Context: an optimization exercise on an open-source flow, tuned for small area and a short achievable clock period. The choices shown serve that exercise and are no tape-out recipe.
At most, simulation tests tie the RTL to the original design; equivalence was not proved.
Only the layout flow was run in run 5; the RTL was not checked for function there.

`flow/flow/run.sh`:
```
#!/bin/bash
# Own flow: the standard layout, with the synthesis's final ABC mapping
# run from flow/abc.script (delay-oriented) instead of ORFS's abc_speed.script.
# flow/make_args, if present, holds extra make variable settings.
set -euo pipefail
W=$(pwd)
export MY_ABC_SCRIPT=$W/flow/abc.script
export MY_ABC_D=${MY_ABC_D:-1000}
EXTRA=()
if [[ -f flow/make_args ]]; then read -r -a EXTRA < flow/make_args; fi
cat flow/abc_override.tcl synth_recipe.tcl > my_synth.tcl
sed "s#SYNTH_SCRIPT=[^ ]*#SYNTH_SCRIPT=$W/my_synth.tcl#" standard.sh > my_standard.sh
bash my_standard.sh "${EXTRA[@]}" finish > flow.log 2>&1
```
`flow/flow/abc.script`:
```
&get -n
&st
&dch
&nf -p
&put
buffer -p
upsize {D}
dnsize {D}
```
`flow/flow/abc_override.tcl`:
```
# Use our own ABC script and delay target for the final technology mapping
# (the generic abc inside yosys synth is unchanged).
proc abc {args} {
  set here [file dirname [file normalize [info script]]]
  set i [lsearch $args -script]
  if {$i >= 0} { lset args [expr {$i+1}] $::env(MY_ABC_SCRIPT) }
  set i [lsearch $args -D]
  if {$i >= 0} { lset args [expr {$i+1}] $::env(MY_ABC_D) } else { lappend args -D $::env(MY_ABC_D) }
  puts "abc (own script): $args"
  yosys abc {*}$args
}
```
`flow/flow/make_args`:
```
ADDER_MAP_FILE=
```
`flow/standard.sh`:
```
#!/bin/bash
# synth_recipe.tcl (not shown) runs the flow's synth.tcl, then flattens the netlist and writes it again
# the make line also repeats each setting of config.mk as NAME=value (left out here)
make -C /OpenROAD-flow-scripts/flow DESIGN_CONFIG=/design/flow/config.mk WORK_HOME=/design/flow/orfs CLKGATE_MAP_FILE= SYNTH_SCRIPT=/design/flow/synth_recipe.tcl "${@:-finish}"
```
`flow/config.mk`:
```
export PLATFORM = sky130hd
export DESIGN_NAME = div_non_restore_pip
export DESIGN_NICKNAME = div_non_restore_pip
export VERILOG_FILES = /design/flow/design.v
export SDC_FILE = /design/flow/constraint.sdc
export NUM_CORES = 4
export LEC_CHECK = 0
export CAP_MARGIN = 20
export CORE_MARGIN = 2
export CORE_UTILIZATION = 55
export CTS_BUF_LIST = sky130_fd_sc_hd__clkbuf_16
export CTS_CLUSTER_DIAMETER = 80
export CTS_CLUSTER_SIZE = 30
export PLACE_DENSITY = 0.75
export SETUP_SLACK_MARGIN = 2.4
export SLEW_MARGIN = 20
```
`flow/constraint.sdc`:
```
create_clock -name core_clock -period 4.5 [get_ports {clk}]
set_input_delay 0.9000 -clock core_clock [delete_from_list [all_inputs] [get_ports {clk}]]
set_output_delay 0.9000 -clock core_clock [all_outputs]
set_load 0.01 [all_outputs]
```
`flow/design.v`:
```
module div_non_restore_pip #(parameter N = 16) (
	input          clk,
	input  [N-1:0] dividend,
	input  [N-1:0] divisor,
	output [N-1:0] quotient
);
	localparam H = N / 2;
	reg [N-1:0] R0, D0;
	reg [N:0]   R  [1:N-1];
	reg         QB [1:N-1];
	reg [N-1:0] D  [1:N-1];
	reg [N-1:0] Q  [1:N-1];
	reg [N-1:0] QO, QF;
	always @(posedge clk) begin
		R0 <= dividend;
		D0 <= divisor;
	end
	wire [N:0] r1 = {R0, 1'b0} - {1'b0, D0};
	always @(posedge clk) begin
		R[1]  <= r1;
		QB[1] <= ~r1[N];
		D[1]  <= D0;
		Q[1]  <= {N{1'b0}};
	end
	genvar s, j;
	generate
		for (s = 2; s <= N; s = s + 1) begin : stage
			wire        neg = R[s-1][N];
			wire        pos = QB[s-1];
			wire [N:0]  b;
			for (j = 0; j <= N; j = j + 1) begin : op
				wire dj = (j < N) ? D[s-1][j] : 1'b0;
				if (j < H) begin : lo
					assign b[j] = dj ^ pos;
				end else begin : hi
					assign b[j] = ~(dj ^ neg);
				end
			end
			wire [N:0] rn = {R[s-1][N-1:0], 1'b0} + b + {{N{1'b0}}, pos};
			if (s < N) begin : mid
				always @(posedge clk) begin
					R[s]  <= rn;
					QB[s] <= ~rn[N];
					D[s]  <= D[s-1];
					Q[s]  <= {Q[s-1][N-2:0], pos};
				end
			end else begin : last
				always @(posedge clk) begin
					QO <= {Q[N-1][N-3:0], pos, ~rn[N]};
					QF <= QO;
				end
			end
		end
	endgenerate
	assign quotient = QF;
endmodule
```
==> results by group, run 1 <==
Yosys
  – Prevailing post-synth register cell: dfxtp_1
  – Post-Synth XOR/XNOR Area: 24.10%
  – Mapped Nets: 2,726
  – Syn Area/Cell: 10.05 um2
  – Yosys warnings: 5
  – Synth async-reset ratio: 0%
  – Post-synth EDFFs: 0
  – Synth Area in Simple Gates: 9.944%
  – Post-Synth Adder-Cell Area: 0.3099%
  – Post-Syn Area: 27,050 um2
  – Multiplexer share of the synthesized area: 0.08325%
  – Mapped Cells: 2,693
  – Synth Area in Compound Gates: 14.31%
  – Number of synthesized register bits: 678
  – Largest family of logic cells by synthesized area: XOR/XNOR gates
  – Sequential fraction of the synthesis area: 50.17%
  – Library cells used by synthesis: 69

Worst setup path
  – Worst path arrival time: 2660 ps
  – Worst r2r path cells: 8
  – Launch point of the worst path: QB[4]
  – Crit path kind: reg -> reg
  – Worst Setup Start Kind: flop
  – Req. time, crit path: 5040 ps
  – CP endpoint kind: flop
  – RR Startpoint: QB[4]
  – CP max FO: 6

Detailed routing
  – Top routing layer in use: met4
  – Initial drt markers: 992
  – Vias/cell: 5.229
  – Wire length on met2: 28,570 um
  – Drt drc: 0
  – Met3 wire length: 1754 um
  – Router iterations before antenna repair: 5
  – DRT Wirelength: 59,890 um
  – Wire per inst: 17.17 um
  – Metal-1 WL: 27,900 um
  – Total number of vias: 18,240
  – Routed Antenna Nets: 0

Placed design
  – # placed instances: 3,361
  – Post-DP HPWL: 42,500 um
  – Port buffer count: 48
  – Placer Congestion: 0.9098

Floorplanning
  – # IOs: 49
  – Initial cell density of the core: 55.49%
  – Full die area: 50,980 um2
  – Core area: 48,750 um2
  – Die height: 225.8 um
  – Rows: 81
  – Die span in x: 225.8 um

CTS
  – Clk sinks: 678
  – CTS tree: done
  – TritonCTS Buffers: 31
  – Clock Tree Root: clkbuf_16
  – Buffers from clock root to sink, at most: 3
  – # hold bufs at CTS: 0
  – Latest clock arrival within the worst-skew pair: 630 ps
  – CTS H-tree lvls: 1
  – Clock transition at the registers of the reported paths: 110 ps

Global route
  – Total Routing Usage GR: 21.90%
  – Wire length of the first global-routing pass: 89,710 um
  – Antenna violations before repair: 1
  – Vias in the first global route: 17,820
  – Largest net degree at the start of global routing: 31
  – Grt total ovfl: 0

Run status
  – Status: complete, no violations

Layout
  – Post-Layout Cell Count: 3,489
  – Layout area overhead: 19.50%
  – Fill count: 3,713
  – Number of nets in the layout: 2,839
  – Layout cells sized above 1: 20.33%

STA
  – Worst slew pin tran: 531.2 ps
  – Layout Skew: 16.25 ps
  – Setup TNS: 0 ps
  – Tmin final: 2116 ps
  – RSZ-0062 raised after global routing: true
  – Relative slew slack: 64.47%
  – Final worst path period share: 47.02%
  – Fmax: 0.4726 GHz
  – Hold Violations, Final: 0
  – Setup-failing EPs final: 0
  – Pins over their slew limit: 0

Hold path
  – HP Class: reg -> reg
  – Hold depth: 0
  – Worst hold path startpoint: Q[6][2]

Job
  – Total of max-cap violations: 0
## flip-flops by register name (all words and copies together), names as in the netlist
signal  cells
Q         105
D         240
QF         16
QB         15
R         254
R0         16
QO         16
D0         16
## area by class of cell
class / instances / area (um2) / area share (%)
multi-input combinational: 1962 / 15690 / 48.54
sequential: 678 / 13690 / 42.36
timing repair buffer: 124 / 1040 / 3.216
tap: 664 / 830.8 / 2.570
clock buffer: 31 / 775.7 / 2.400
clock inverter: 20 / 259.0 / 0.8012
inverter: 9 / 33.78 / 0.1045
antenna: 1 / 2.502 / 0.007741
## layout by cell type, fill, tap and decap left out, types with 23 or more instances in the layout
cell and instances:
dfxtp_1 637, xnor2_1 351, nand2_1 339, o21ai_0 174, nor2_1 172, xor2_1 161
xnor2_2 138, a21oi_1 89, buf_4 64, xor2_2 53, o21a_1 45, a21o_1 36
o21ai_1 33, clkdlybuf4s50_1 32, clkbuf_16 31, dfxtp_4 28, nor2b_1 26, nand2b_1 23
## final timing paths
path	to
setup / recovery	QB[5]
hold reg to reg	Q[7][3]
setup reg to reg	QB[5]
hold / removal	Q[7][3]
## Yosys cell counts, types with 4 or more instances
cell type  count  area [um2]
a211oi_1       6       45.04
a21boi_0       6       45.04
a21o_1        37       277.8
a21o_2        10       87.58
a21oi_1      108       540.5
a221oi_1       9       78.83
a31oi_1       28       175.2
a31oi_2        4       50.05
and2_1         9       56.30
buf_2         12       60.06
buf_4         15       112.6
clkbuf_1      14       52.55
dfxtp_1      678       13570
inv_1          9       33.78
maj3_1         7       70.07
nand2_1      341        1280
nand2b_1      23       143.9
nand3_1       10       50.05
nand4_1        6       37.54
nor2_1       192       720.7
nor2b_1       34       212.7
nor3_1         7       35.03
nor4_1         4       25.02
o211a_1        6       60.06
o211ai_1      10       75.07
o21a_1        45       337.8
o21ai_0      220        1101
o21ai_1        4       20.02
o21ba_2        6       60.06
o21bai_1      10       75.07
o221ai_1       6       52.55
o311ai_1       6       52.55
o311ai_2       5       81.33
o311ai_4       4       105.1
o31ai_1       24       180.2
or2_2          8       50.05
xnor2_1      495        4335
xnor3_1        9       202.7
xor2_1       216        1892
xor2_2         4       65.06
## critical path, stage by stage, from the launching register on
cell and delay (ps):
dfxtp_4 430, clkbuf_4 210, xor2_2 240, xnor2_2 130, o21ai_0 220, a21o_2 200
a31oi_4 130, o31ai_4 300, xor2_1 160
## per-layer routing
metal | GRT usage, % | vias to the layer above
met5 | 0 | -
li1 | - | 9169
met1 | 29.91 | 8665
met3 | 2.121 | 104
met2 | 37.27 | 306
met4 | 5.490 | 0
## per-stage QoR
stage | setup slack (ps) | util [%] | instance area [um2] | hold slack, ps
6_report | 2384 | 66.32 | 32330 | 329.8
3_5_place_dp | 1781 | 57.65 | 28100 | 312.1
3_3_place_gp | 1837 | 57.65 | 28100 | 309.6
5_1_grt | 2217 | 66.31 | 32320 | 335.5
2_1_floorplan | 2449 | - | 27050 | 309.6
4_1_cts | 2339 | 61.30 | 29880 | 334.2
## cell families after synthesis
family / count (synthesis)
adder cells (fa/ha/maj): 8
AND/OR/NAND/NOR: 642
AO/OA/AOI/OAI: 585
multiplexers: 2
buffers and inverters: 53
flip-flops: 678
XOR/XNOR: 725
## timing repair
action                                  in CTS  in global routing
gates resized for setup                    204                375
pin swaps                                   23                 65
endpoints found under the setup margin     193                145
setup buffers                                9                 67
==> inputs of run 2 (changes only) <==
--- a/flow/config.mk
+++ b/flow/config.mk
@@ -13,4 +13,4 @@
 export CTS_CLUSTER_SIZE = 30
 export PLACE_DENSITY = 0.75
-export SETUP_SLACK_MARGIN = 2.4
+export SETUP_SLACK_MARGIN = 2.2
 export SLEW_MARGIN = 20
==> results by group, run 2 <==
Yosys
  – Most numerous cell in the Yosys netlist: dfxtp_1 (unchanged)
  – Post-Synth XOR/XNOR Area: 24.10% (unchanged)
  – Multiplexer share of the synthesized area: 0.08325% (unchanged)
  – Number of synthesized register bits: 678 (unchanged)
  – Largest family of logic cells by synthesized area: XOR/XNOR gates (unchanged)
  – Synth Area in Compound Gates: 14.31% (unchanged)
  – Top post-synthesis cells by area: dfxtp_1 50%, xnor2_1 16%, xor2_1 7.0%, nand2_1 4.7%, o21ai_0 4.1% (unchanged)
  – Syn Area/Cell: 10.05 um2 (unchanged)
  – Library cells used by synthesis: 69 (unchanged)
  – Synth Area in Simple Gates: 9.944% (unchanged)
  – Cell taking the most area after synthesis: dfxtp_1 (unchanged)
  – Prevailing post-synth register cell: dfxtp_1 (unchanged)
  – Post-synth EDFFs: 0 (unchanged)
  – Post-Syn Area: 27,050 um2 (unchanged)
  – Synth top area share: 50.17% (unchanged)
  – Sequential fraction of the synthesis area: 50.17% (unchanged)
  – Post-Synth Adder-Cell Area: 0.3099% (unchanged)
  – Mapped Nets: 2,726 (unchanged)
  – Most instantiated cells after synthesis: 678 x dfxtp_1, 495 x xnor2_1, 341 x nand2_1 (unchanged)
  – Synth async-reset ratio: 0% (unchanged)
  – Mapped Cells: 2,693 (unchanged)
  – Yosys warnings: 5 (unchanged)

Worst setup path
  – Worst Setup Start Kind: flop (unchanged)
  – Crit path kind: reg -> reg (unchanged)
  – CP max FO: 4 (was 6)
  – Req. time, crit path: 5000 ps (was 5040 ps)
  – Worst path arrival time: 2760 ps (was 2660 ps)
  – Crit path buffers/inverters: 0 (was 1)
  – Crit path largest cell delay: 500 ps (was 430 ps)
  – CP endpoint kind: flop (unchanged)
  – Crit-path slowest cell: o211ai_1 (was dfxtp_4)
  – CP cell instances: xnor2_4 > and2_1 > a221oi_4 > o211ai_1 > a31oi_2 > o31a_1 > xnor2_1 (was clkbuf_4 > xor2_2 > xnor2_2 > o21ai_0 > a21o_2 > a31oi_4 > o31ai_4 > xor2_1)
  – Family with the most delay on the worst path: compound AO/OA/AOI/OAI gates (unchanged)

STA
  – Worst slew pin tran: 634.0 ps (was 531.2 ps)
  – Tmin final: 2260 ps (was 2116 ps)
  – Hold Violations, Final: 0 (unchanged)
  – PnR worst setup slack: 2240 ps (was 2384 ps)
  – Setup-failing EPs final: 0 (unchanged)
  – Fmax: 0.4425 GHz (was 0.4726 GHz)
  – Final worst path period share: 50.22% (was 47.02%)
  – Layout Skew: 13.72 ps (was 16.25 ps)
  – Setup TNS: 0 ps (unchanged)
  – Pins over their slew limit: 0 (unchanged)
  – Hold Slack: 327.9 ps (was 329.8 ps)
  – RSZ-0062 raised after global routing: true (unchanged)
  – Relative slew slack: 57.29% (was 64.47%)

Global route
  – Wire length of the first global-routing pass: 87,990 um (was 89,710 um)
  – Antenna violations before repair: 0 (was 1)
  – Vias in the first global route: 17,560 (was 17,820)
  – Largest net degree at the start of global routing: 31 (unchanged)
  – Grt total ovfl: 0 (unchanged)
  – Total Routing Usage GR: 21.46% (was 21.90%)

Layout
  – Fill count: 4,051 (was 3,713)
  – Commonest non-fill, non-tap cell in the layout: dfxtp_1 (unchanged)
  – Leading registers by flop count: R x254, D x240, Q x105 (unchanged)
  – Layout cells sized above 1: 7.997% (was 20.33%)
  – Final core occ: 61.02% (was 66.32%)
  – Antenna diode count: 0 (was 1)
  – Max FFs per register: 254 (unchanged)
  – Commonest non-fill, non-tap cells in the layout: 649 x dfxtp_1, 457 x xnor2_1, 341 x nand2_1 (was 637 x dfxtp_1, 351 x xnor2_1, 339 x nand2_1)
  – Layout area overhead: 9.958% (was 19.50%)
  – Most flops, register: R (unchanged)
  – Area taken by multi-input logic gates: 13,730 um2 (was 15,690 um2)
  – Sequential cell area: 13,640 um2 (was 13,690 um2)
  – Number of nets in the layout: 2,766 (was 2,839)

CTS
  – Clk sinks: 678 (unchanged)
  – Latest clock arrival within the worst-skew pair: 620 ps (was 630 ps)
  – Clock Tree Root: clkbuf_16 (unchanged)
  – # hold bufs at CTS: 0 (unchanged)
  – Buffers from clock root to sink, at most: 3 (unchanged)
  – CTS tree: done (unchanged)
  – Clock transition at the registers of the reported paths: 110 ps (about the same)
  – CTS H-tree lvls: 1 (unchanged)
  – TritonCTS Buffers: 31 (unchanged)

Job
  – Total of max-cap violations: 0 (unchanged)

Placed design
  – Post-DP HPWL: 42,500 um (unchanged)
  – Placer Congestion: 0.9098 (unchanged)
  – Dpl ws: 1781 ps (unchanged)
  – Port buffer count: 48 (unchanged)

Run status
  – Status: complete, no violations (unchanged)

Detailed routing
  – Vias/cell: 5.167 (was 5.229)
  – Total number of vias: 17,650 (was 18,240)
  – Routed Antenna Nets: 0 (unchanged)
  – Initial drt markers: 957 (was 992)
  – DRT Wirelength: 55,530 um (was 59,890 um)
  – Router iterations before antenna repair: 5 (unchanged)
  – Drt drc: 0 (unchanged)
  – Wire per inst: 16.26 um (was 17.17 um)

Floorplanning
  – Rows: 81 (unchanged)
  – # IOs: 49 (unchanged)
  – Initial cell density of the core: 55.49% (unchanged)
  – Die height: 225.8 um (unchanged)
  – Core area: 48,750 um2 (unchanged)
  – Die span in x: 225.8 um (unchanged)
  – Full die area: 50,980 um2 (unchanged)

Hold path
  – HP Class: reg -> reg (unchanged)
[run 2: cell count changes in the layout (fill, tap and decap cells not counted), moves of 19 or more]
cell,previous run,this run
nor2_1,172,191
o21ai_1,33,8
xor2_2,53,12
xnor2_1,351,457
o21ai_0,174,212
buf_4,64,2
xor2_1,161,208
xnor2_2,138,37
[run 2: metrics by stage]
stage	std cells	cell area, um2
global route	3415	29750
detailed placement	3361	28100
floorplan	2693	27050
CTS	3412	29200
finish	3415	29750
global placement	3361	28100
[run 2: worst paths after layout]
path | endpoint | slack, ps | startpoint | cells after the start
setup / recovery | R[1][13] | 2240 | D0[2] | 7
hold / removal | Q[12][4] | 330 | Q[11][3] | 0
setup reg to reg | R[1][13] | 2240 | D0[2] | 7
hold reg to reg | Q[12][4] | 330 | Q[11][3] | 0
[run 2: what timing repair did]
action                     4_1_cts  5_1_grt
resized for setup               54       94
setup endpoints to repair      122       91
buffers inserted                 0        3
pin swaps                        1        3
[run 2: logic make-up after synthesis]
kind of cell,after synthesis
flip-flops,678
AND/OR/NAND/NOR,642
multiplexers,2
buffers and inverters,53
adder cells (fa/ha/maj),8
XOR/XNOR,725
AO/OA/AOI/OAI,585
[run 2: cell type report]
class,instances,area share [%]
multi-input combinational,1962,46.15
sequential,678,45.84
tap,664,2.793
clock buffer,31,2.608
timing repair buffer,51,1.624
clock inverter,20,0.8707
inverter,9,0.1136
[run 2: layer usage]
metal	track usage, %	routed length (um)
met4	5.640	1445
met1	29.58	27070
met5	0	0
met2	36.05	25380
met3	2.095	1638
[run 2: worst reg2reg max path, cell delays in order, from the launching register on]
cell and delay [ps]:
dfxtp_1 490, xnor2_4 190, and2_1 210, a221oi_4 80
o211ai_1 500, a31oi_2 230, o31a_1 300, xnor2_1 130
==> inputs of run 3 (changes only) <==
--- a/flow/config.mk
+++ b/flow/config.mk
@@ -13,4 +13,4 @@
 export CTS_CLUSTER_SIZE = 30
 export PLACE_DENSITY = 0.75
-export SETUP_SLACK_MARGIN = 2.2
+export SETUP_SLACK_MARGIN = 2.35
 export SLEW_MARGIN = 20
==> results by group, run 3 <==
Run status
  – Status: complete, no violations (unchanged)

Yosys
  – Most instantiated cells after synthesis: 678 x dfxtp_1, 495 x xnor2_1, 341 x nand2_1 (unchanged)
  – Most numerous cell in the Yosys netlist: dfxtp_1 (unchanged)
  – Sequential fraction of the synthesis area: 50.17% (unchanged)
  – Synth top area share: 50.17% (unchanged)
  – Top post-synthesis cells by area: dfxtp_1 50%, xnor2_1 16%, xor2_1 7.0%, nand2_1 4.7%, o21ai_0 4.1% (unchanged)
  – Cell taking the most area after synthesis: dfxtp_1 (unchanged)
  – Post-Syn Area: 27,050 um2 (unchanged)
  – Mapped Cells: 2,693 (unchanged)
  – Synth async-reset ratio: 0% (unchanged)
  – Prevailing post-synth register cell: dfxtp_1 (unchanged)
  – Number of synthesized register bits: 678 (unchanged)
  – Mapped Nets: 2,726 (unchanged)
  – Library cells used by synthesis: 69 (unchanged)
  – Yosys warnings: 5 (unchanged)
  – Post-synth EDFFs: 0 (unchanged)
  – Syn Area/Cell: 10.05 um2 (unchanged)

Floorplanning
  – Rows: 81 (unchanged)
  – Core area: 48,750 um2 (unchanged)
  – Die span in x: 225.8 um (unchanged)
  – Initial cell density of the core: 55.49% (unchanged)
  – Die height: 225.8 um (unchanged)
  – # IOs: 49 (unchanged)
  – Full die area: 50,980 um2 (unchanged)

Placed design
  – Post-DP HPWL: 42,500 um (unchanged)
  – Placer Congestion: 0.9098 (unchanged)
  – # placed instances: 3,361 (unchanged)
  – Dpl cell area: 28,100 um2 (unchanged)
  – Port buffer count: 48 (unchanged)

STA
  – Pins over their slew limit: 0 (unchanged)
  – Fmax: 0.4641 GHz (was 0.4425 GHz)
  – Setup-failing EPs final: 0 (unchanged)
  – Layout Skew: 13.51 ps (was 13.72 ps)
  – Setup TNS: 0 ps (unchanged)
  – Hold Violations, Final: 0 (unchanged)
  – Worst slew pin tran: 555.0 ps (was 634.0 ps)
  – Hold Slack: 331.6 ps (was 327.9 ps)
  – Tmin final: 2155 ps (was 2260 ps)
  – Relative slew slack: 62.84% (was 57.29%)
  – RSZ-0062 raised after global routing: true (unchanged)
  – Final worst path period share: 47.88% (was 50.22%)

Worst setup path
  – Crit path kind: reg -> reg (unchanged)
  – Worst Setup Start Kind: flop (unchanged)
  – Worst R2R End: QB[6] (was R[1][13])
  – RR Startpoint: QB[5] (was D0[2])
  – Crit-path slowest cell: xnor3_2 (was o211ai_1)
  – Family with the most delay on the worst path: XOR/XNOR gates (was compound AO/OA/AOI/OAI gates)
  – Crit path largest cell delay: 470 ps (was 500 ps)
  – CP max FO: 8 (was 4)
  – CP cell instances: xnor3_2 > nand2b_4 > nand2_1 > a21o_2 > a31oi_4 > o311ai_4 > xor2_1 (was xnor2_4 > and2_1 > a221oi_4 > o211ai_1 > a31oi_2 > o31a_1 > xnor2_1)
  – Req. time, crit path: 5030 ps (was 5000 ps)
  – Crit path buffers/inverters: 0 (unchanged)
  – CP endpoint kind: flop (unchanged)
  – Worst path arrival time: 2690 ps (was 2760 ps)
  – Worst r2r path cells: 7 (unchanged)

Global route
  – Antenna violations before repair: 1 (was 0)
  – Total Routing Usage GR: 21.84% (was 21.46%)
  – Grt total ovfl: 0 (unchanged)
  – Wire length of the first global-routing pass: 89,470 um (was 87,990 um)
  – Vias in the first global route: 17,780 (was 17,560)
  – Largest net degree at the start of global routing: 31 (unchanged)

Detailed routing
  – Initial drt markers: 982 (was 957)
  – Vias/cell: 5.213 (was 5.167)
  – Routed Antenna Nets: 0 (unchanged)
  – Drt drc: 0 (unchanged)
  – Router iterations before antenna repair: 7 (was 5)
  – DRT Wirelength: 58,150 um (was 55,530 um)
  – Wire per inst: 16.85 um (was 16.26 um)
  – Total number of vias: 17,990 (was 17,650)

Hold path
  – Worst hold endpoint: Q[12][4] (unchanged)
  – HP Class: reg -> reg (unchanged)
  – Hold depth: 0 (unchanged)
  – Worst hold path startpoint: Q[11][3] (unchanged)

CTS
  – Clk sinks: 678 (unchanged)
  – TritonCTS Buffers: 31 (unchanged)
  – CTS H-tree lvls: 1 (unchanged)
  – Clock Tree Root: clkbuf_16 (unchanged)
  – CTS tree: done (unchanged)
  – Latest clock arrival within the worst-skew pair: 620 ps (about the same)
  – Clock transition at the registers of the reported paths: 100 ps (was 110 ps)
  – Buffers from clock root to sink, at most: 3 (unchanged)
  – # hold bufs at CTS: 0 (unchanged)

Layout
  – Final core occ: 64.03% (was 61.02%)
  – Leading registers by flop count: R x254, D x240, Q x105 (unchanged)
  – Layout cells sized above 1: 14.85% (was 7.997%)
  – Most flops, register: R (unchanged)
  – Post-Layout Cell Count: 3,451 (was 3,415)
  – Layout area overhead: 15.37% (was 9.958%)
  – Commonest non-fill, non-tap cell in the layout: dfxtp_1 (unchanged)
  – Max FFs per register: 254 (unchanged)
  – Fill count: 3,859 (was 4,051)
  – Antenna diode count: 0 (unchanged)
  – Commonest non-fill, non-tap cells in the layout: 644 x dfxtp_1, 393 x xnor2_1, 340 x nand2_1 (was 649 x dfxtp_1, 457 x xnor2_1, 341 x nand2_1)
  – Number of nets in the layout: 2,802 (was 2,766)
  – Fin area: 31,210 um2 (was 29,750 um2)

Job
  – Total of max-cap violations: 0 (unchanged)
## run 3: worst max path at each step
stage	startpoint	end	slack, ps	depth (start not counted)
after detailed placement	QB[6]	R[7][13]	1780	6
final	QB[5]	QB[6]	2350	7
after global placement	R[7][16]	QB[8]	1840	6
after floorplan	QB[6]	R[7][13]	2450	7
after CTS	QB[11]	QB[12]	2320	8
after global routing	QB[2]	QB[3]	2180	7
## run 3: per-stage QoR
stage,setup slack [ps]
global placement,1837
floorplan,2449
global route,2179
CTS,2321
finish,2345
detailed placement,1781
## run 3: area by class of cell
type                       count  area [um2]  share of cell area, %
multi-input combinational   1962       14870                  47.66
sequential                   678       13670                  43.80
clock inverter                20       259.0                 0.8298
inverter                       9       33.78                 0.1082
clock buffer                  31       775.7                  2.485
tap                          664       830.8                  2.662
timing repair buffer          87       767.0                  2.457
## run 3: worst register-to-register path: stages (launching register included)
cell,delay [ps]
dfxtp_4,450
xnor3_2,470
nand2b_4,170
nand2_1,100
a21o_2,190
a31oi_4,130
o311ai_4,350
xor2_1,220
## run 3: layer usage
metal	share of wire [%]	vias to the layer above	GRT usage, %
met2	47	281	37.10
met5	0	-	0
met4	2.6	0	5.554
met1	48	8531	29.89
li1	-	9091	-
met3	2.6	88	2.095
## run 3: repair_timing
action	in CTS	in global routing
setup buffers	9	30
endpoints found under the setup margin	181	136
pin swaps	10	32
gates resized for setup	130	251
## run 3: cell families (layout without fill, tap and decap cells)
kind of cell | after synthesis | in the layout | share of synthesized area (%)
adders and majority gates | 8 | 8 | 0.3099
AOI/OAI and AO/OA | 585 | 585 | 14.31
and+or+nand+nor | 642 | 642 | 9.944
buffers and inverters | 53 | 147 | 1.082
DFF | 678 | 678 | 50.17
xor gates and xnor gates | 725 | 725 | 24.10
muxes | 2 | 2 | 0.08325
==> inputs of run 4 (changes only) <==
==> flow/flow/abc.script (replaced) <==
&get -n
&st
&dch -f
&nf -p
&put
&get -n
&st
&dch -f
&nf -p
&put
buffer -p
upsize {D}
dnsize {D}
--- a/flow/config.mk
+++ b/flow/config.mk
@@ -13,4 +13,4 @@
 export CTS_CLUSTER_SIZE = 30
 export PLACE_DENSITY = 0.75
-export SETUP_SLACK_MARGIN = 2.35
+export SETUP_SLACK_MARGIN = 2.3
 export SLEW_MARGIN = 20
==> results by group, run 4 <==
Detailed routing
  – Total number of vias: 18,630 (was 17,990)
  – DRT Wirelength: 58,890 um (was 58,150 um)
  – Routed Antenna Nets: 0 (unchanged)
  – Drt drc: 0 (unchanged)
  – Router iterations before antenna repair: 5 (was 7)
  – Vias/cell: 5.285 (was 5.213)
  – Wire per inst: 16.71 um (was 16.85 um)
  – Initial drt markers: 1,210 (was 982)

STA
  – Worst slew pin tran: 562.9 ps (was 555.0 ps)
  – Setup TNS: 0 ps (unchanged)
  – Pins over their slew limit: 0 (unchanged)
  – Layout Skew: 27.45 ps (was 13.51 ps)
  – Relative slew slack: 62.20% (was 62.84%)
  – Tmin final: 2483 ps (was 2155 ps)
  – Hold Slack: 329.8 ps (was 331.6 ps)
  – Fmax: 0.4027 GHz (was 0.4641 GHz)
  – Hold Violations, Final: 0 (unchanged)
  – PnR worst setup slack: 2017 ps (was 2345 ps)
  – Setup-failing EPs final: 0 (unchanged)
  – RSZ-0062 raised after global routing: true (unchanged)
  – Final worst path period share: 55.18% (was 47.88%)

Worst setup path
  – Crit-path slowest cell: xor3_2 (was xnor3_2)
  – Worst path arrival time: 2960 ps (was 2690 ps)
  – CP cell instances: buf_6 > xor3_2 > nand3_1 > and3_4 > o221a_4 > buf_4 > or3_4 > nor3_4 > nor4_2 > xnor2_1 (was xnor3_2 > nand2b_4 > nand2_1 > a21o_2 > a31oi_4 > o311ai_4 > xor2_1)
  – Crit path kind: reg -> reg (unchanged)
  – Worst Setup Start Kind: flop (unchanged)
  – Req. time, crit path: 4980 ps (was 5030 ps)
  – CP max FO: 7 (was 8)
  – Crit path largest cell delay: 440 ps (was 470 ps)
  – CP endpoint kind: flop (unchanged)

Job
  – Total of max-cap violations: 0 (unchanged)

CTS
  – Clock Tree Root: clkbuf_16 (unchanged)
  – Buffers from clock root to sink, at most: 3 (unchanged)
  – TritonCTS Buffers: 30 (was 31)
  – CTS H-tree lvls: 1 (unchanged)
  – # hold bufs at CTS: 0 (unchanged)
  – CTS tree: done (unchanged)
  – Clk sinks: 678 (unchanged)
  – Clock transition at the registers of the reported paths: 110 ps (was 100 ps)
  – Latest clock arrival within the worst-skew pair: 630 ps (was 620 ps)

Layout
  – Commonest non-fill, non-tap cells in the layout: 625 x dfxtp_1, 308 x xnor2_1, 276 x nand2_1 (was 644 x dfxtp_1, 393 x xnor2_1, 340 x nand2_1)
  – Layout cells sized above 1: 22.82% (was 14.85%)
  – Antenna diode count: 0 (unchanged)
  – Layout area overhead: 23.39% (was 15.37%)
  – Most flops, register: R (unchanged)
  – Final core occ: 68.99% (was 64.03%)
  – Number of nets in the layout: 2,926 (was 2,802)
  – Leading registers by flop count: R x254, D x240, Q x105 (unchanged)
  – Fin area: 33,080 um2 (was 31,210 um2)
  – Commonest non-fill, non-tap cell in the layout: dfxtp_1 (unchanged)
  – Max FFs per register: 254 (unchanged)

Yosys
  – Number of synthesized register bits: 678 (unchanged)
  – Synth top area share: 50.63% (was 50.17%)
  – Cell taking the most area after synthesis: dfxtp_1 (unchanged)
  – Post-Synth XOR/XNOR Area: 22.43% (was 24.10%)
  – Most instantiated cells after synthesis: 678 x dfxtp_1, 367 x xnor2_1, 279 x nand2_1 (was 678 x dfxtp_1, 495 x xnor2_1, 341 x nand2_1)
  – Post-Synth Adder-Cell Area: 1.326% (was 0.3099%)
  – Library cells used by synthesis: 78 (was 69)
  – Mapped Cells: 2,666 (was 2,693)
  – Most numerous cell in the Yosys netlist: dfxtp_1 (unchanged)
  – Mapped Nets: 2,699 (was 2,726)
  – Largest family of logic cells by synthesized area: XOR/XNOR gates (unchanged)
  – Synth async-reset ratio: 0% (unchanged)
  – Sequential fraction of the synthesis area: 50.63% (was 50.17%)
  – Prevailing post-synth register cell: dfxtp_1 (unchanged)
  – Multiplexer share of the synthesized area: 0% (was 0.08325%)
  – Synth Area in Compound Gates: 10.53% (was 14.31%)
  – Synth Area in Simple Gates: 13.86% (was 9.944%)
  – Top post-synthesis cells by area: dfxtp_1 51%, xnor2_1 12%, xor2_1 8.8%, nand2_1 3.9%, nor2_1 2.8% (was dfxtp_1 50%, xnor2_1 16%, xor2_1 7.0%, nand2_1 4.7%, o21ai_0 4.1%)
  – Post-Syn Area: 26,810 um2 (was 27,050 um2)
  – Post-synth EDFFs: 0 (unchanged)
  – Yosys warnings: 5 (unchanged)
  – Syn Area/Cell: 10.06 um2 (was 10.05 um2)

Global route
  – Most used routing layer: met2 (unchanged)
  – Antenna violations before repair: 0 (was 1)
  – Vias in the first global route: 18,280 (was 17,780)
  – Met2 Use GR: 36.84% (was 37.10%)
  – Global-route track usage on met1: 29.17% (was 29.89%)
  – Grt total ovfl: 0 (unchanged)
  – Largest net degree at the start of global routing: 31 (unchanged)
  – Wire length of the first global-routing pass: 89,050 um (was 89,470 um)
  – Met3 Use GR: 2.573% (was 2.095%)
  – Total Routing Usage GR: 21.56% (was 21.84%)

Placed design
  – Placer Congestion: 0.8762 (was 0.9098)
  – Dpl ws: 1596 ps (was 1781 ps)
  – Dpl cell area: 28,060 um2 (was 28,100 um2)
  – Port buffer count: 48 (unchanged)
  – Post-DP HPWL: 39,380 um (was 42,500 um)

Hold path
  – HP Class: reg -> reg (unchanged)

Floorplanning
  – Die span in x: 224.8 um (was 225.8 um)
  – Full die area: 50,520 um2 (was 50,980 um2)
  – Initial cell density of the core: 55.91% (was 55.49%)
  – # IOs: 49 (unchanged)
  – Rows: 80 (was 81)
  – Die height: 224.8 um (was 225.8 um)
  – Core area: 47,950 um2 (was 48,750 um2)

Run status
  – Status: complete, no violations (unchanged)
[run 4: changes by cell type after synthesis, sizes merged, moves of 36 or more]
cell / before / now
xnor2: 495 / 367
xor2: 220 / 270
nor2b: 35 / 84
o21a: 45 / 9
nand2: 342 / 279
nor3: 7 / 46
o21ai: 225 / 143
[run 4: area by class of cell]
class	count	area, um2
well taps	615	769.5
clock inverters	19	239.0
repair buffers	239	2043
multi-input cells	1919	15490
clock buffers	30	750.7
fillers	3363	14870
inverters	25	93.84
flip-flops and latches	678	13690
[run 4: per-stage QoR]
step | instances
final | 3525
after global routing | 3525
after CTS | 3451
after detailed placement | 3285
after global placement | 3285
after floorplan | 2666
[run 4: kinds of logic after synthesis]
kind of cell	count (synthesis)
AOI/OAI and AO/OA	429
DFF	678
xor gates and xnor gates	656
buffers and inverters	69
adders and majority gates	35
and+or+nand+nor	799
[run 4: path summary, 6_finish.rpt]
kind / from / endpoint / cells past startpoint
setup reg to reg: QB[4] / R[5][13] / 10
hold reg to reg: Q[12][5] / Q[13][6] / 0
hold / removal: Q[12][5] / Q[13][6] / 0
setup / recovery: QB[4] / R[5][13] / 10
[run 4: critical path, delay by kind of cell, from the launching register on]
family                 cells  cell delay (ps)
flip-flops                 1              370
XOR/XNOR                   2              580
buffers and inverters      2              270
AND/OR/NAND/NOR            5              890
AO/OA/AOI/OAI              1              230
[run 4: repair_timing]
item / in CTS / in global routing
endpoints found under the hold margin: 0 / 0
pin swaps: 125 / 134
endpoints found under the setup margin: 174 / 116
buffers inserted: 117 / 74
gates resized for setup: 253 / 270
[run 4: routing by layer]
| metal | vias up | part of all wire (%) |
|---|---|---|
| met5 | - | 0 |
| met4 | 0 | 2.6 |
| met3 | 95 | 3.7 |
| met2 | 391 | 48 |
| met1 | 8852 | 46 |
| li1 | 9293 | - |
==> inputs of run 5 (changes only) <==
--- a/flow/design.v
+++ b/flow/design.v
@@ -18,5 +18,5 @@
 	wire [N:0] r1 = {R0, 1'b0} - {1'b0, D0};
 	always @(posedge clk) begin
-		R[1]  <= r1;
+		R[1]  <= {r1[N:1], D0[0]};
 		QB[1] <= ~r1[N];
 		D[1]  <= D0;
@@ -40,5 +40,5 @@
 			if (s < N) begin : mid
 				always @(posedge clk) begin
-					R[s]  <= rn;
+					R[s]  <= {rn[N:1], D[s-1][0]};
 					QB[s] <= ~rn[N];
 					D[s]  <= D[s-1];
==> flow/flow/abc.script (replaced) <==
&get -n
&st
&nf -p
&put
buffer -p
upsize {D}
dnsize {D}
==> results by group, run 5 <==
Run status
  – Status: complete, no violations (unchanged)

Detailed routing
  – Routed Antenna Nets: 0 (unchanged)
  – Vias/cell: 5.674 (was 5.285)
  – Drt drc: 0 (unchanged)
  – Initial drt markers: 1,377 (was 1,210)
  – Wire per inst: 17.78 um (was 16.71 um)
  – DRT Wirelength: 64,860 um (was 58,890 um)
  – Router iterations before antenna repair: 6 (was 5)
  – Total number of vias: 20,700 (was 18,630)

Layout
  – Antenna diode count: 0 (unchanged)
  – Area taken by multi-input logic gates: 16,050 um2 (was 15,490 um2)
  – Number of nets in the layout: 2,985 (was 2,926)
  – Commonest non-fill, non-tap cell in the layout: dfxtp_1 (unchanged)
  – Fill count: 4,294 (was 3,363)
  – Layout area overhead: 12.20% (was 23.39%)
  – Sequential cell area: 13,370 um2 (was 13,690 um2)
  – Leading registers by flop count: D x240, R x240, Q x105 (was R x254, D x240, Q x105)
  – Final core occ: 62.56% (was 68.99%)
  – Layout cells sized above 1: 12.70% (was 22.82%)
  – Commonest non-fill, non-tap cells in the layout: 632 x dfxtp_1, 429 x xnor2_1, 314 x nand2_1 (was 625 x dfxtp_1, 308 x xnor2_1, 276 x nand2_1)

Floorplanning
  – Initial cell density of the core: 55.76% (was 55.91%)
  – Die span in x: 232.5 um (was 224.8 um)
  – Rows: 83 (was 80)
  – Core area: 51,510 um2 (was 47,950 um2)
  – Full die area: 54,060 um2 (was 50,520 um2)
  – # IOs: 49 (unchanged)
  – Die height: 232.5 um (was 224.8 um)

Worst setup path
  – Req. time, crit path: 5010 ps (was 4980 ps)
  – Crit path buffers/inverters: 2 (unchanged)
  – Worst Setup Start Kind: flop (unchanged)
  – CP dominant cell by count: buf_4
  – Crit path kind: reg -> reg (unchanged)
  – Family with the most delay on the worst path: XOR/XNOR gates (was simple AND/OR/NAND/NOR gates)
  – CP max FO: 12 (was 7)
  – Crit-path slowest cell: dfxtp_4 (was xor3_2)
  – CP cell instances: xor2_1 > xnor2_2 > buf_4 > buf_4 > nor2_1 > a221oi_2 > o221ai_1 > xnor2_1 (was buf_6 > xor3_2 > nand3_1 > and3_4 > o221a_4 > buf_4 > or3_4 > nor3_4 > nor4_2 > xnor2_1)
  – RR Startpoint: QB[10] (was QB[4])
  – CP endpoint kind: flop (unchanged)
  – Crit path largest cell delay: 420 ps (was 440 ps)
  – Launch point of the worst path: QB[10] (was QB[4])
  – Worst path arrival time: 2730 ps (was 2960 ps)

Hold path
  – HP Class: reg -> reg (unchanged)
  – Worst hold path startpoint: Q[15][9] (was Q[12][5])

CTS
  – CTS H-tree lvls: 1 (unchanged)
  – TritonCTS Buffers: 31 (was 30)
  – Clock transition at the registers of the reported paths: 100 ps (was 110 ps)
  – Buffers from clock root to sink, at most: 3 (unchanged)
  – # hold bufs at CTS: 0 (unchanged)
  – Clock Tree Root: clkbuf_16 (unchanged)
  – Latest clock arrival within the worst-skew pair: 640 ps (was 630 ps)
  – CTS tree: done (unchanged)
  – Clk sinks: 664 (was 678)

Yosys
  – Yosys warnings: 5 (unchanged)
  – Mapped Cells: 2,857 (was 2,666)
  – Top post-synthesis cells by area: dfxtp_1 46%, xnor2_1 14%, xor2_1 6.3%, nand2_1 4.1%, a21oi_1 3.1% (was dfxtp_1 51%, xnor2_1 12%, xor2_1 8.8%, nand2_1 3.9%, nor2_1 2.8%)
  – Post-synth EDFFs: 0 (unchanged)
  – Syn Area/Cell: 10.05 um2 (was 10.06 um2)
  – Cell taking the most area after synthesis: dfxtp_1 (unchanged)
  – Number of synthesized register bits: 664 (was 678)
  – Synth top area share: 46.28% (was 50.63%)
  – Most instantiated cells after synthesis: 664 x dfxtp_1, 460 x xnor2_1, 314 x nand2_1 (was 678 x dfxtp_1, 367 x xnor2_1, 279 x nand2_1)
  – Prevailing post-synth register cell: dfxtp_1 (unchanged)
  – Most numerous cell in the Yosys netlist: dfxtp_1 (unchanged)
  – Sequential fraction of the synthesis area: 46.28% (was 50.63%)
  – Library cells used by synthesis: 51 (was 78)
  – Post-Syn Area: 28,720 um2 (was 26,810 um2)
  – Synth async-reset ratio: 0% (unchanged)
  – Mapped Nets: 2,890 (was 2,699)

STA
  – Hold Slack: 334.4 ps (was 329.8 ps)
  – Setup TNS: 0 ps (unchanged)
  – Layout Skew: 26.58 ps (was 27.45 ps)
  – Tmin final: 2216 ps (was 2483 ps)
  – Final worst path period share: 49.24% (was 55.18%)
  – Setup-failing EPs final: 0 (unchanged)
  – Pins over their slew limit: 0 (unchanged)
  – Relative slew slack: 50.08% (was 62.20%)
  – Hold Violations, Final: 0 (unchanged)
  – Worst slew pin tran: 741.0 ps (was 562.9 ps)
  – RSZ-0062 raised after global routing: true (unchanged)
  – Fmax: 0.4513 GHz (was 0.4027 GHz)

Placed design
  – Placer Congestion: 0.9263 (was 0.8762)
  – Port buffer count: 48 (unchanged)
  – Post-DP HPWL: 49,710 um (was 39,380 um)

Global route
  – Wire length of the first global-routing pass: 103,200 um (was 89,050 um)
  – Total Routing Usage GR: 23.24% (was 21.56%)
  – Largest net degree at the start of global routing: 31 (unchanged)
  – Grt total ovfl: 0 (unchanged)
  – Antenna violations before repair: 0 (unchanged)
  – Vias in the first global route: 20,170 (was 18,280)

Job
  – Total of max-cap violations: 0 (unchanged)
-- run 5: cell count changes after synthesis, moves of 59 or more --
cell and delta:
o221ai_1 +68, a21oi_1 +107, xor2_1 -64, xnor2_1 +93, nor2b_1 -59, nand4_1 +83
-- run 5: worst register-to-register path: stages (launching register included) --
cell and delay (ps):
dfxtp_4 420, xor2_1 210, xnor2_2 380, buf_4 200, buf_4 100, nor2_1 60, a221oi_2 380, o221ai_1 210
xnor2_1 160
-- run 5: stage by stage --
step,cells,cell area (um2),setup slack [ps]
after floorplan,2857,28720,2543
after global placement,3555,29810,1882
after detailed placement,3555,29810,1909
after CTS,3613,31120,2116
after global routing,3648,32220,2160
final,3648,32220,2284
-- run 5: cell families after synthesis --
logic type / synth area share [%]
AOI/OAI and AO/OA: 14.55
adders and majority gates: 0.5576
xor gates and xnor gates: 24.83
buffers and inverters: 1.259
and+or+nand+nor: 12.52
DFF: 46.28
-- run 5: area by class of cell --
cell class | instances | share of cell area [%]
Multi-Input combinational cell | 2130 | 49.80
Inverter | 33 | 0.3844
Clock inverter | 18 | 0.8193
Clock buffer | 31 | 2.407
Timing Repair Buffer | 92 | 2.458
Tap cell | 680 | 2.640
Sequential cell | 664 | 41.49
-- run 5: metal layers --
metal | track usage, % | share of wire, % | up-vias
met1 | 28.84 | 43 | 9846
met3 | 2.022 | 3.4 | 126
met2 | 42.50 | 51 | 491
li1 | - | - | 10230
met4 | 7.205 | 3.3 | 0
met5 | 0 | 0 | -
-- run 5: repair_timing --
action / 4_1_cts / 5_1_grt
gates resized for setup: 88 / 157
pin swaps: 7 / 40
setup endpoints to repair: 193 / 129
gates cloned: 0 / 0
buffers inserted: 9 / 35
-- run 5: worst paths after layout --
path / to / slack, ps / depth (start not counted)
max: R[11][14] / 2280 / 8
min: QO[11] / 330 / 0
max reg2reg: R[11][14] / 2280 / 8
min reg2reg: QO[11] / 330 / 0
==> inputs of run 6 (changes only) <==
--- a/flow/design.v
+++ b/flow/design.v
@@ -18,5 +18,5 @@
 	wire [N:0] r1 = {R0, 1'b0} - {1'b0, D0};
 	always @(posedge clk) begin
-		R[1]  <= {r1[N:1], D0[0]};
+		R[1]  <= r1;
 		QB[1] <= ~r1[N];
 		D[1]  <= D0;
@@ -40,5 +40,5 @@
 			if (s < N) begin : mid
 				always @(posedge clk) begin
-					R[s]  <= {rn[N:1], D[s-1][0]};
+					R[s]  <= rn;
 					QB[s] <= ~rn[N];
 					D[s]  <= D[s-1];
==> flow/flow/abc.script (replaced) <==
&get -n
&st
&dch
&nf -p
&put
buffer -p
upsize {D}
dnsize {D}
--- a/flow/config.mk
+++ b/flow/config.mk
@@ -8,9 +8,9 @@
 export CAP_MARGIN = 20
 export CORE_MARGIN = 2
-export CORE_UTILIZATION = 55
+export CORE_UTILIZATION = 62
 export CTS_BUF_LIST = sky130_fd_sc_hd__clkbuf_16
 export CTS_CLUSTER_DIAMETER = 80
 export CTS_CLUSTER_SIZE = 30
-export PLACE_DENSITY = 0.75
+export PLACE_DENSITY = 0.8
 export SETUP_SLACK_MARGIN = 2.3
 export SLEW_MARGIN = 20
==> results by group, run 6 <==
Run status
  – Status: complete, no violations (unchanged)

Yosys
  – Synth top area share: 50.17% (was 46.28%)
  – Mapped Nets: 2,726 (was 2,890)
  – Number of synthesized register bits: 678 (was 664)
  – Syn Area/Cell: 10.05 um2 (about the same)
  – Sequential fraction of the synthesis area: 50.17% (was 46.28%)
  – Library cells used by synthesis: 69 (was 51)
  – Post-Syn Area: 27,050 um2 (was 28,720 um2)
  – Prevailing post-synth register cell: dfxtp_1 (unchanged)
  – Cell taking the most area after synthesis: dfxtp_1 (unchanged)
  – Mapped Cells: 2,693 (was 2,857)
  – Post-synth EDFFs: 0 (unchanged)
  – Yosys warnings: 5 (unchanged)
  – Top post-synthesis cells by area: dfxtp_1 50%, xnor2_1 16%, xor2_1 7.0%, nand2_1 4.7%, o21ai_0 4.1% (was dfxtp_1 46%, xnor2_1 14%, xor2_1 6.3%, nand2_1 4.1%, a21oi_1 3.1%)
  – Synth async-reset ratio: 0% (unchanged)
  – Most numerous cell in the Yosys netlist: dfxtp_1 (unchanged)
  – Most instantiated cells after synthesis: 678 x dfxtp_1, 495 x xnor2_1, 341 x nand2_1 (was 664 x dfxtp_1, 460 x xnor2_1, 314 x nand2_1)

Worst setup path
  – Crit-path slowest cell: dfxtp_4 (unchanged)
  – CP cell instances: xnor3_2 > nand2b_4 > nand2_1 > a21o_2 > a31oi_4 > o311ai_4 > xor2_1 (was xor2_1 > xnor2_2 > buf_4 > buf_4 > nor2_1 > a221oi_2 > o221ai_1 > xnor2_1)
  – Crit path largest cell delay: 470 ps (was 420 ps)
  – Worst Setup Start Kind: flop (unchanged)
  – CP max FO: 9 (was 12)
  – Launch point of the worst path: QB[5] (was QB[10])
  – CP endpoint kind: flop (unchanged)
  – RR Startpoint: QB[5] (was QB[10])
  – Worst path arrival time: 2710 ps (was 2730 ps)
  – Crit path kind: reg -> reg (unchanged)
  – Req. time, crit path: 5000 ps (was 5010 ps)

Layout
  – Layout area overhead: 11.67% (was 12.20%)
  – Number of nets in the layout: 2,782 (was 2,985)
  – Layout cells sized above 1: 11.50% (was 12.70%)
  – Final core occ: 70.13% (was 62.56%)
  – Commonest non-fill, non-tap cells in the layout: 643 x dfxtp_1, 407 x xnor2_1, 341 x nand2_1 (was 632 x dfxtp_1, 429 x xnor2_1, 314 x nand2_1)
  – Commonest non-fill, non-tap cell in the layout: dfxtp_1 (unchanged)
  – Fill count: 3,260 (was 4,294)
  – Max FFs per register: 254
  – Most flops, register: R
  – Leading registers by flop count: R x254, D x240, Q x105 (was D x240, R x240, Q x105)

CTS
  – Clock Tree Root: clkbuf_16 (unchanged)
  – Clk sinks: 678 (was 664)
  – Clock transition at the registers of the reported paths: 100 ps (about the same)
  – Latest clock arrival within the worst-skew pair: 610 ps (was 640 ps)
  – CTS tree: done (unchanged)
  – # hold bufs at CTS: 0 (unchanged)
  – Buffers from clock root to sink, at most: 3 (unchanged)
  – CTS H-tree lvls: 1 (unchanged)
  – TritonCTS Buffers: 28 (was 31)

STA
  – PnR worst setup slack: 2296 ps (was 2284 ps)
  – Tmin final: 2204 ps (was 2216 ps)
  – RSZ-0062 raised after global routing: true (unchanged)
  – Setup-failing EPs final: 0 (unchanged)
  – Relative slew slack: 57.41% (was 50.08%)
  – Fmax: 0.4537 GHz (was 0.4513 GHz)
  – Layout Skew: 21.46 ps (was 26.58 ps)
  – Setup TNS: 0 ps (unchanged)
  – Hold Violations, Final: 0 (unchanged)
  – Final worst path period share: 48.97% (was 49.24%)
  – Pins over their slew limit: 0 (unchanged)
  – Worst slew pin tran: 634.3 ps (was 741.0 ps)

Floorplanning
  – Full die area: 45,320 um2 (was 54,060 um2)
  – Die height: 212.9 um (was 232.5 um)
  – Core area: 43,080 um2 (was 51,510 um2)
  – # IOs: 49 (unchanged)
  – Initial cell density of the core: 62.80% (was 55.76%)
  – Die span in x: 212.9 um (was 232.5 um)
  – Rows: 76 (was 83)

Global route
  – Vias in the first global route: 17,760 (was 20,170)
  – Antenna violations before repair: 0 (unchanged)
  – Met2 Use GR: 42.06% (was 42.50%)
  – Total Routing Usage GR: 24.34% (was 23.24%)
  – Most used routing layer: met2 (unchanged)
  – Met3 Use GR: 2.324% (was 2.022%)
  – Global-route track usage on met1: 32.98% (was 28.84%)
  – Grt total ovfl: 0 (unchanged)
  – Largest net degree at the start of global routing: 31 (unchanged)
  – Wire length of the first global-routing pass: 88,580 um (was 103,200 um)

Detailed routing
  – Wire per inst: 17.04 um (was 17.78 um)
  – Router iterations before antenna repair: 5 (was 6)
  – Routed Antenna Nets: 0 (unchanged)
  – Vias/cell: 5.408 (was 5.674)
  – Initial drt markers: 1,076 (was 1,377)
  – DRT Wirelength: 56,970 um (was 64,860 um)
  – Drt drc: 0 (unchanged)
  – Total number of vias: 18,080 (was 20,700)

Job
  – Total of max-cap violations: 0 (unchanged)

Hold path
  – Worst hold path startpoint: Q[5][0] (was Q[15][9])
  – HP Class: reg -> reg (unchanged)

Placed design
  – Post-DP HPWL: 42,600 um (was 49,710 um)
  – Placer Congestion: 0.9095 (was 0.9263)
  – Dpl ws: 1894 ps (was 1909 ps)
  – Port buffer count: 48 (unchanged)
## run 6: what timing repair did
| action | in CTS | in global routing |
|---|---|---|
| setup endpoints to repair | 160 | 113 |
| buffers inserted | 3 | 19 |
| resized for setup | 85 | 176 |
| pin swaps | 3 | 22 |
## run 6: worst paths after layout
kind | endpoint | slack [ps] | cells after the start
setup / recovery | QB[6] | 2300 | 7
hold / removal | Q[6][1] | 330 | 0
setup reg to reg | QB[6] | 2300 | 7
hold reg to reg | Q[6][1] | 330 | 0
## run 6: kinds of logic after synthesis
logic type	synth area share (%)
xor gates and xnor gates	24.10
adders and majority gates	0.3099
AOI/OAI and AO/OA	14.31
muxes	0.08325
and+or+nand+nor	9.944
DFF	50.17
buffers and inverters	1.082
## run 6: critical path: cells and delay by family, from the launching register on
kind / cells / cell delay [ps]
compound gates: 3 / 690
xor+xnor: 2 / 700
flops: 1 / 470
simple gates: 2 / 260
## run 6: per-stage QoR
step	hold WS (ps)	instances	area [um2]
2_1_floorplan	309.6	2693	27050
3_3_place_gp	310.2	3282	28010
3_5_place_dp	312.1	3282	28010
4_1_cts	329.3	3323	29050
5_1_grt	333.8	3342	30210
6_report	329.4	3343	30210
## run 6: area by class of cell
type | instances | area, um2 | area share, %
Multi-Input combinational cell | 1962 | 14320 | 47.41
Sequential cell | 678 | 13660 | 45.23
Tap cell | 585 | 732.0 | 2.423
Clock buffer | 29 | 725.7 | 2.402
Timing Repair Buffer | 70 | 636.9 | 2.108
Clock inverter | 9 | 92.59 | 0.3065
Inverter | 9 | 33.78 | 0.1118
Antenna cell | 1 | 2.502 | 0.008283
## run 6: metal layers
metal / vias to the layer above / wire [um]
met1: 8616 / 26890
met2: 318 / 27090
met4: 0 / 1361
met5: - / 0
li1: 9059 / -
met3: 86 / 1634
==> inputs of run 7 (changes only) <==
--- a/flow/config.mk
+++ b/flow/config.mk
@@ -8,5 +8,5 @@
 export CAP_MARGIN = 20
 export CORE_MARGIN = 2
-export CORE_UTILIZATION = 62
+export CORE_UTILIZATION = 55
 export CTS_BUF_LIST = sky130_fd_sc_hd__clkbuf_16
 export CTS_CLUSTER_DIAMETER = 80
==> results by group, run 7 <==
STA
  – Tmin final: 2229 ps (was 2204 ps)
  – Hold Violations, Final: 0 (unchanged)
  – Worst slew pin tran: 563.0 ps (was 634.3 ps)
  – Layout Skew: 30.21 ps (was 21.46 ps)
  – PnR worst setup slack: 2271 ps (was 2296 ps)
  – Pins over their slew limit: 0 (unchanged)
  – Setup TNS: 0 ps (unchanged)
  – Fmax: 0.4486 GHz (was 0.4537 GHz)
  – Setup-failing EPs final: 0 (unchanged)
  – RSZ-0062 raised after global routing: true (unchanged)
  – Final worst path period share: 49.53% (was 48.97%)
  – Relative slew slack: 62.19% (was 57.41%)

Worst setup path
  – Req. time, crit path: 5010 ps (was 5000 ps)
  – CP max FO: 6 (was 9)
  – Crit-path slowest cell: dfxtp_4 (unchanged)
  – Worst R2R End: QB[2] (was QB[6])
  – Worst path arrival time: 2740 ps (was 2710 ps)
  – Crit path largest cell delay: 410 ps (was 470 ps)
  – Family with the most delay on the worst path: compound AO/OA/AOI/OAI gates (was XOR/XNOR gates)
  – CP endpoint kind: flop (unchanged)
  – Crit path buffers/inverters: 1 (was 0)
  – RR Startpoint: QB[1] (was QB[5])
  – Worst Setup Start Kind: flop (unchanged)
  – CP cell instances: buf_4 > o21bai_1 > o21ai_4 > maj3_4 > a41oi_4 > o311ai_4 > xor2_1 (was xnor3_2 > nand2b_4 > nand2_1 > a21o_2 > a31oi_4 > o311ai_4 > xor2_1)
  – Worst r2r path cells: 7 (unchanged)
  – Crit path kind: reg -> reg (unchanged)

Floorplanning
  – Die span in x: 225.8 um (was 212.9 um)
  – # IOs: 49 (unchanged)
  – Initial cell density of the core: 55.49% (was 62.80%)
  – Core area: 48,750 um2 (was 43,080 um2)
  – Rows: 81 (was 76)
  – Full die area: 50,980 um2 (was 45,320 um2)
  – Die height: 225.8 um (was 212.9 um)

Yosys
  – Post-Syn Area: 27,050 um2 (unchanged)
  – Most instantiated cells after synthesis: 678 x dfxtp_1, 495 x xnor2_1, 341 x nand2_1 (unchanged)
  – Mapped Cells: 2,693 (unchanged)
  – Yosys warnings: 5 (unchanged)
  – Syn Area/Cell: 10.05 um2 (unchanged)
  – Most numerous cell in the Yosys netlist: dfxtp_1 (unchanged)
  – Synth async-reset ratio: 0% (unchanged)
  – Library cells used by synthesis: 69 (unchanged)
  – Post-synth EDFFs: 0 (unchanged)
  – Top post-synthesis cells by area: dfxtp_1 50%, xnor2_1 16%, xor2_1 7.0%, nand2_1 4.7%, o21ai_0 4.1% (unchanged)
  – Mapped Nets: 2,726 (unchanged)
  – Cell taking the most area after synthesis: dfxtp_1 (unchanged)
  – Synth top area share: 50.17% (unchanged)
  – Number of synthesized register bits: 678 (unchanged)
  – Prevailing post-synth register cell: dfxtp_1 (unchanged)
  – Sequential fraction of the synthesis area: 50.17% (unchanged)

Layout
  – Layout cells sized above 1: 12.35% (was 11.50%)
  – Fin area: 30,600 um2 (was 30,210 um2)
  – Commonest non-fill, non-tap cell in the layout: dfxtp_1 (unchanged)
  – Fill count: 3,952 (was 3,260)
  – Sequential cell area: 13,660 um2 (about the same)
  – Area taken by multi-input logic gates: 14,470 um2 (was 14,320 um2)
  – Commonest non-fill, non-tap cells in the layout: 642 x dfxtp_1, 422 x xnor2_1, 341 x nand2_1 (was 643 x dfxtp_1, 407 x xnor2_1, 341 x nand2_1)
  – Most flops, register: R (unchanged)
  – Antenna diode count: 0 (was 1)
  – Max FFs per register: 254 (unchanged)
  – Layout area overhead: 13.10% (was 11.67%)
  – Leading registers by flop count: R x254, D x240, Q x105 (unchanged)
  – Number of nets in the layout: 2,789 (was 2,782)

Detailed routing
  – DRT Wirelength: 59,420 um (was 56,970 um)
  – Wire per inst: 17.30 um (was 17.04 um)
  – Vias/cell: 5.300 (was 5.408)
  – Drt drc: 0 (unchanged)
  – Total number of vias: 18,200 (was 18,080)
  – Router iterations before antenna repair: 5 (unchanged)
  – Routed Antenna Nets: 0 (unchanged)
  – Initial drt markers: 1,041 (was 1,076)

Placed design
  – Dpl cell area: 28,100 um2 (was 28,010 um2)
  – Dpl ws: 1777 ps (was 1894 ps)
  – Port buffer count: 48 (unchanged)
  – Post-DP HPWL: 45,510 um (was 42,600 um)
  – Placer Congestion: 0.9263 (was 0.9095)

Hold path
  – Worst hold path startpoint: Q[13][4] (was Q[5][0])
  – HP Class: reg -> reg (unchanged)
  – Hold depth: 0 (unchanged)
  – Worst hold endpoint: Q[14][5] (was Q[6][1])

CTS
  – Buffers from clock root to sink, at most: 3 (unchanged)
  – # hold bufs at CTS: 0 (unchanged)
  – Clock Tree Root: clkbuf_16 (unchanged)
  – Clock transition at the registers of the reported paths: 110 ps (was 100 ps)
  – CTS tree: done (unchanged)
  – Clk sinks: 678 (unchanged)
  – Latest clock arrival within the worst-skew pair: 640 ps (was 610 ps)
  – CTS H-tree lvls: 1 (unchanged)
  – TritonCTS Buffers: 30 (was 28)

Global route
  – Wire length of the first global-routing pass: 92,190 um (was 88,580 um)
  – Grt total ovfl: 0 (unchanged)
  – Total Routing Usage GR: 22.58% (was 24.34%)
  – Vias in the first global route: 18,140 (was 17,760)
  – Largest net degree at the start of global routing: 31 (unchanged)
  – Antenna violations before repair: 0 (unchanged)

Job
  – Total of max-cap violations: 0 (unchanged)

Run status
  – Status: complete, no violations (unchanged)
run 7: layout make-up:
type	instances	area share (%)
clock buffers	30	2.454
clock inverters	16	0.5971
inverters	9	0.1104
multi-input cells	1962	47.30
flip-flops and latches	678	44.65
well taps	664	2.715
repair buffers	75	2.176
run 7: cell families after synthesis:
group	after synthesis	share of synthesized area (%)
flops	678	50.17
simple gates	642	9.944
fa+ha+maj	8	0.3099
compound gates	585	14.31
buf+inv	53	1.082
xor+xnor	725	24.10
mux	2	0.08325
run 7: repair_timing:
item                                    CTS  global route
endpoints found under the setup margin  168           123
cloned                                    0             0
resized for setup                        95           202
pin swaps                                 5            24
hold endpoints to repair                  0             0
setup buffers                             4            23
run 7: worst reg2reg max path, stage by stage, from the launching register on:
cell and delay (ps):
dfxtp_4 410, buf_4 190, o21bai_1 350, o21ai_4 140, maj3_4 390, a41oi_4 290, o311ai_4 150, xor2_1 190
run 7: how the worst max path moves through the flow:
stage | startpoint | end | slack [ps] | cells after the start
after global routing | QB[12] | QB[13] | 2200 | 7
after detailed placement | QB[13] | R[14][13] | 1780 | 6
after CTS | QB[13] | R[14][11] | 2170 | 8
after floorplan | QB[6] | R[7][13] | 2450 | 7
final | QB[1] | QB[2] | 2270 | 7
after global placement | QB[13] | R[14][13] | 1840 | 6
run 7: metrics by stage:
stage / util (%) / hold WS [ps] / std cells
after floorplan: - / 309.6 / 2693
after global placement: 57.65 / 310.2 / 3361
after detailed placement: 57.65 / 312.1 / 3361
after CTS: 60.14 / 328.7 / 3411
after global routing: 62.76 / 332.2 / 3434
final: 62.76 / 325.1 / 3434
run 7: routing by layer:
layer / track usage (%) / vias to the layer above / part of all wire [%]
li1: - / 9076 / -
met5: 0 / - / 0
met2: 38.80 / 357 / 47
met3: 2.615 / 86 / 4.1
met1: 30.25 / 8680 / 46
met4: 5.661 / 0 / 2.5

-- what the ideal ports hide --
The flow's constraints put no driver on any port. The routed layouts listed below were extracted and timed again, unchanged, in two steps.
Step 1 assumes that a clkbuf_16 drives the clock port and a buf_2 every other input.
Step 2 adds t to the input delays and takes it off the output delays; t is the mean of the earliest and latest rising clock arrival at the registers after step 1. Input paths then give back, and output paths get back, about the clock's delay inside the block.
Three values: ideal, step 1, step 2; two values: the first two.
| run | t (ns) | slack for setup (ns) | worst setup path at the end | clock arrival spread, ns | worst slew at a driven data input, ns |
|---|---|---|---|---|---|
| run 1 | 0.675 | 2.384 / 2.384 / 2.384 | register to register | 0.019 / 0.018 | 0.04 |
| run 2 | 0.671 | 2.240 / 2.240 / 2.240 | register to register | 0.015 / 0.015 | 0.04 |
| run 3 | 0.673 | 2.345 / 2.345 / 2.345 | register to register | 0.016 / 0.016 | 0.04 |
| run 4 | 0.671 | 2.017 / 2.017 / 2.017 | register to register | 0.032 / 0.031 | 0.04 |
| run 5 | 0.687 | 2.284 / 2.284 / 2.284 | register to register | 0.030 / 0.030 | 0.04 |
| run 6 | 0.656 | 2.296 / 2.296 / 2.296 | register to register | 0.021 / 0.022 | 0.04 |
| run 7 | 0.676 | 2.271 / 2.271 / 2.271 | register to register | 0.034 / 0.034 | 0.05 |
After both steps setup and hold are still met in every run listed.
